This design comes from an exercise in tuning for small area, a short achievable clock period and few clock cycles per item on the open sky130 flow, not from production work. RTL that was checked went through simulation tests only; none was proved equivalent to the original. No activity file was given, so power comes from the tool's default toggle rates.

==> flow/design.v (excerpt) <==
module alu_design(clock,reset,A,B,start_op,op_sel,result,end_op);
export LEC_CHECK = 0
export CAP_MARGIN = 20
export CORE_MARGIN = 2
export CORE_UTILIZATION = 40
export SETUP_SLACK_MARGIN = 3
export SLEW_MARGIN = 20
create_clock -name core_clock -period 8.5 [get_ports {clock}]
standard.sh (not shown) runs the stock make flow with config.mk's settings and CLKGATE_MAP_FILE= SYNTH_SCRIPT=/design/flow/synth_recipe.tcl, a recipe that flattens the netlist after the stock synthesis.
==> flow/flow/run.sh <==
#!/bin/bash
# The standard layout, with the port buffers made from the smallest
# buffer cell, and adders left to ABC instead of the full/half-adder cells.
set -euo pipefail
bash standard.sh BUFFER_PORTS_ARGS="-buffer_cell sky130_fd_sc_hd__buf_1" ADDER_MAP_FILE= finish > standard_flow.log 2>&1
Testbench counts at the start, summed over its fixed seeds: cycles 52,084, items 24,000.
==> next run, changes <==
==> flow/run.sh (new file) <==
#!/bin/bash
# synth_recipe.tcl (not shown) runs the flow's synth.tcl, then flattens the netlist and writes it again
# the make line also repeats each setting of config.mk as NAME=value (left out here)
make -C /OpenROAD-flow-scripts/flow DESIGN_CONFIG=/design/flow/config.mk WORK_HOME=/design/flow/orfs CLKGATE_MAP_FILE= SYNTH_SCRIPT=/design/flow/synth_recipe.tcl finish
SETUP_SLACK_MARGIN = 3.5   (was 3)
removed: flow/flow/run.sh
removed: flow/standard.sh
Effect:
- setup slack is better by 340 ps
- power went up by about 5%
- cell area went up by about 7%
- synthesized cell count went down by 22%
- sequential share of layout area went down by 1.1 points
==> next run, changes <==
==> flow/flow/run.sh (new file) <==
#!/bin/bash
# The standard layout, with the port buffers made from the smallest
# buffer cell instead of the flow's default choice.
set -euo pipefail
bash standard.sh BUFFER_PORTS_ARGS="-buffer_cell sky130_fd_sc_hd__buf_1" finish > standard_flow.log 2>&1
==> flow/standard.sh (new file) <==
#!/bin/bash
# synth_recipe.tcl (not shown) runs the flow's synth.tcl, then flattens the netlist and writes it again
# the make line also repeats each setting of config.mk as NAME=value (left out here)
make -C /OpenROAD-flow-scripts/flow DESIGN_CONFIG=/design/flow/config.mk WORK_HOME=/design/flow/orfs CLKGATE_MAP_FILE= SYNTH_SCRIPT=/design/flow/synth_recipe.tcl "${@:-finish}"
CORE_UTILIZATION = 75   (was 40)
SETUP_SLACK_MARGIN = 3   (was 3.5)
removed: flow/run.sh
Outcome:
- routed wire length came out lower by 16%
- sequential power is about the same
- core utilization goes up by 29 points
- cell area went down by 20%
- total power went down by about 11%
- non-clock buffer count decreases by 18
- worst setup slack got worse by 470 ps
- maximum frequency goes down by about 9%
==> next run, changes <==
==> flow/run.sh (new file) <==
#!/bin/bash
# synth_recipe.tcl (not shown) runs the flow's synth.tcl, then flattens the netlist and writes it again
# the make line also repeats each setting of config.mk as NAME=value (left out here)
make -C /OpenROAD-flow-scripts/flow DESIGN_CONFIG=/design/flow/config.mk WORK_HOME=/design/flow/orfs CLKGATE_MAP_FILE= SYNTH_SCRIPT=/design/flow/synth_recipe.tcl finish
ABC_CLOCK_PERIOD_IN_PS = 3500   (was not set)
CORE_UTILIZATION = 40   (was 75)
removed: flow/flow/run.sh
removed: flow/standard.sh
=>
- die area rises by well over a third
- worst setup slack improved by 89 ps
- sequential power hardly moves


Another version of the RTL of alu_design (not shown whole).
Size: roughly 470 cells after synthesis, roughly 71 I/O pins, about 3600 um^2 of cells after synthesis.
==> flow/design.v (excerpt) <==
module alu_design(clock,reset,A,B,start_op,op_sel,result,end_op);
==> flow/config.mk <==
export PLATFORM = sky130hd
export DESIGN_NAME = alu_design
export DESIGN_NICKNAME = alu_design
export VERILOG_FILES = /design/flow/design.v
export SDC_FILE = /design/flow/constraint.sdc
export NUM_CORES = 4
export LEC_CHECK = 0
export CAP_MARGIN = 20
export CORE_MARGIN = 2
export CORE_UTILIZATION = 40
export SETUP_SLACK_MARGIN = 3.75
export SLEW_MARGIN = 20
==> flow/constraint.sdc <==
create_clock -name core_clock -period 8.5 [get_ports {clock}]
set_input_delay 1.7000 -clock core_clock [delete_from_list [all_inputs] [get_ports {clock}]]
set_output_delay 1.7000 -clock core_clock [all_outputs]
set_load 0.01 [all_outputs]
==> flow/flow/run.sh <==
#!/bin/bash
# The standard layout, with the port buffers made from the smallest
# buffer cell instead of the flow's default choice.
set -euo pipefail
bash standard.sh BUFFER_PORTS_ARGS="-buffer_cell sky130_fd_sc_hd__buf_1" finish > standard_flow.log 2>&1
Edit:
--- a/flow/config.mk
+++ b/flow/config.mk
@@ -11 +11 @@
-export SETUP_SLACK_MARGIN = 3.75
+export SETUP_SLACK_MARGIN = 3.5
The new run went through all stages and came out clean; critical path depth is unchanged; cell area fell by roughly a tenth; area after synthesis stays the same; routed wire length fell by a little under a tenth; via count fell by a few percent; utilization fell by 4.6 points; power fell by a few percent; global-route usage fell by 0.91 points; combinational power fell by about a fifth; setup slack degrades by 0.058 ns; sequential share of layout area rose by 1.7 points.
No run of this note included a check of the RTL's function; only the layout flow was run.

static timing again, ports no longer ideal:
The results above use ideal ports. As a check the final layouts listed here were re-extracted and re-timed, cells and wires unchanged.
Step 1, drivers: a clkbuf_16 drives clock and a buf_2 each remaining input, both assumed.
Step 2, shift: input delay + t, output delay - t, t = (earliest + latest rising clock arrival at the registers) / 2. This alone moves slack from input paths to output paths.
Slacks: ideal / step 1 / step 2; pairs: ideal / step 1.
run | t, ns | slack for setup (ns) | clock arrival spread, ns | worst data-port slew with drivers (ns) | cell pins on the clock port's net
the first run of note 1 | 0.321 | 3.223 / 3.212 / 2.891 | 0.014 / 0.014 | 0.04 | 1
the second run of note 1 | 0.324 | 3.567 / 3.572 / 3.248 | 0.006 / 0.005 | 0.05 | 1
the third run of note 1 | 0.321 | 3.093 / 3.097 / 2.776 | 0.005 / 0.004 | 0.04 | 1
the fourth run of note 1 | 0.320 | 3.181 / 3.188 / 2.868 | 0.008 / 0.008 | 0.04 | 1
the first run of note 2 | 0.324 | 3.765 / 3.753 / 3.429 | 0.007 / 0.007 | 0.05 | 1
the second run of note 2 | 0.326 | 3.707 / 3.713 / 3.387 | 0.004 / 0.005 | 0.03 | 1
After both steps every run listed still meets setup and hold. The setup slack of the first run of note 2, which loses most, moves by -0.012 ns with the drivers and by -0.336 ns with both steps.
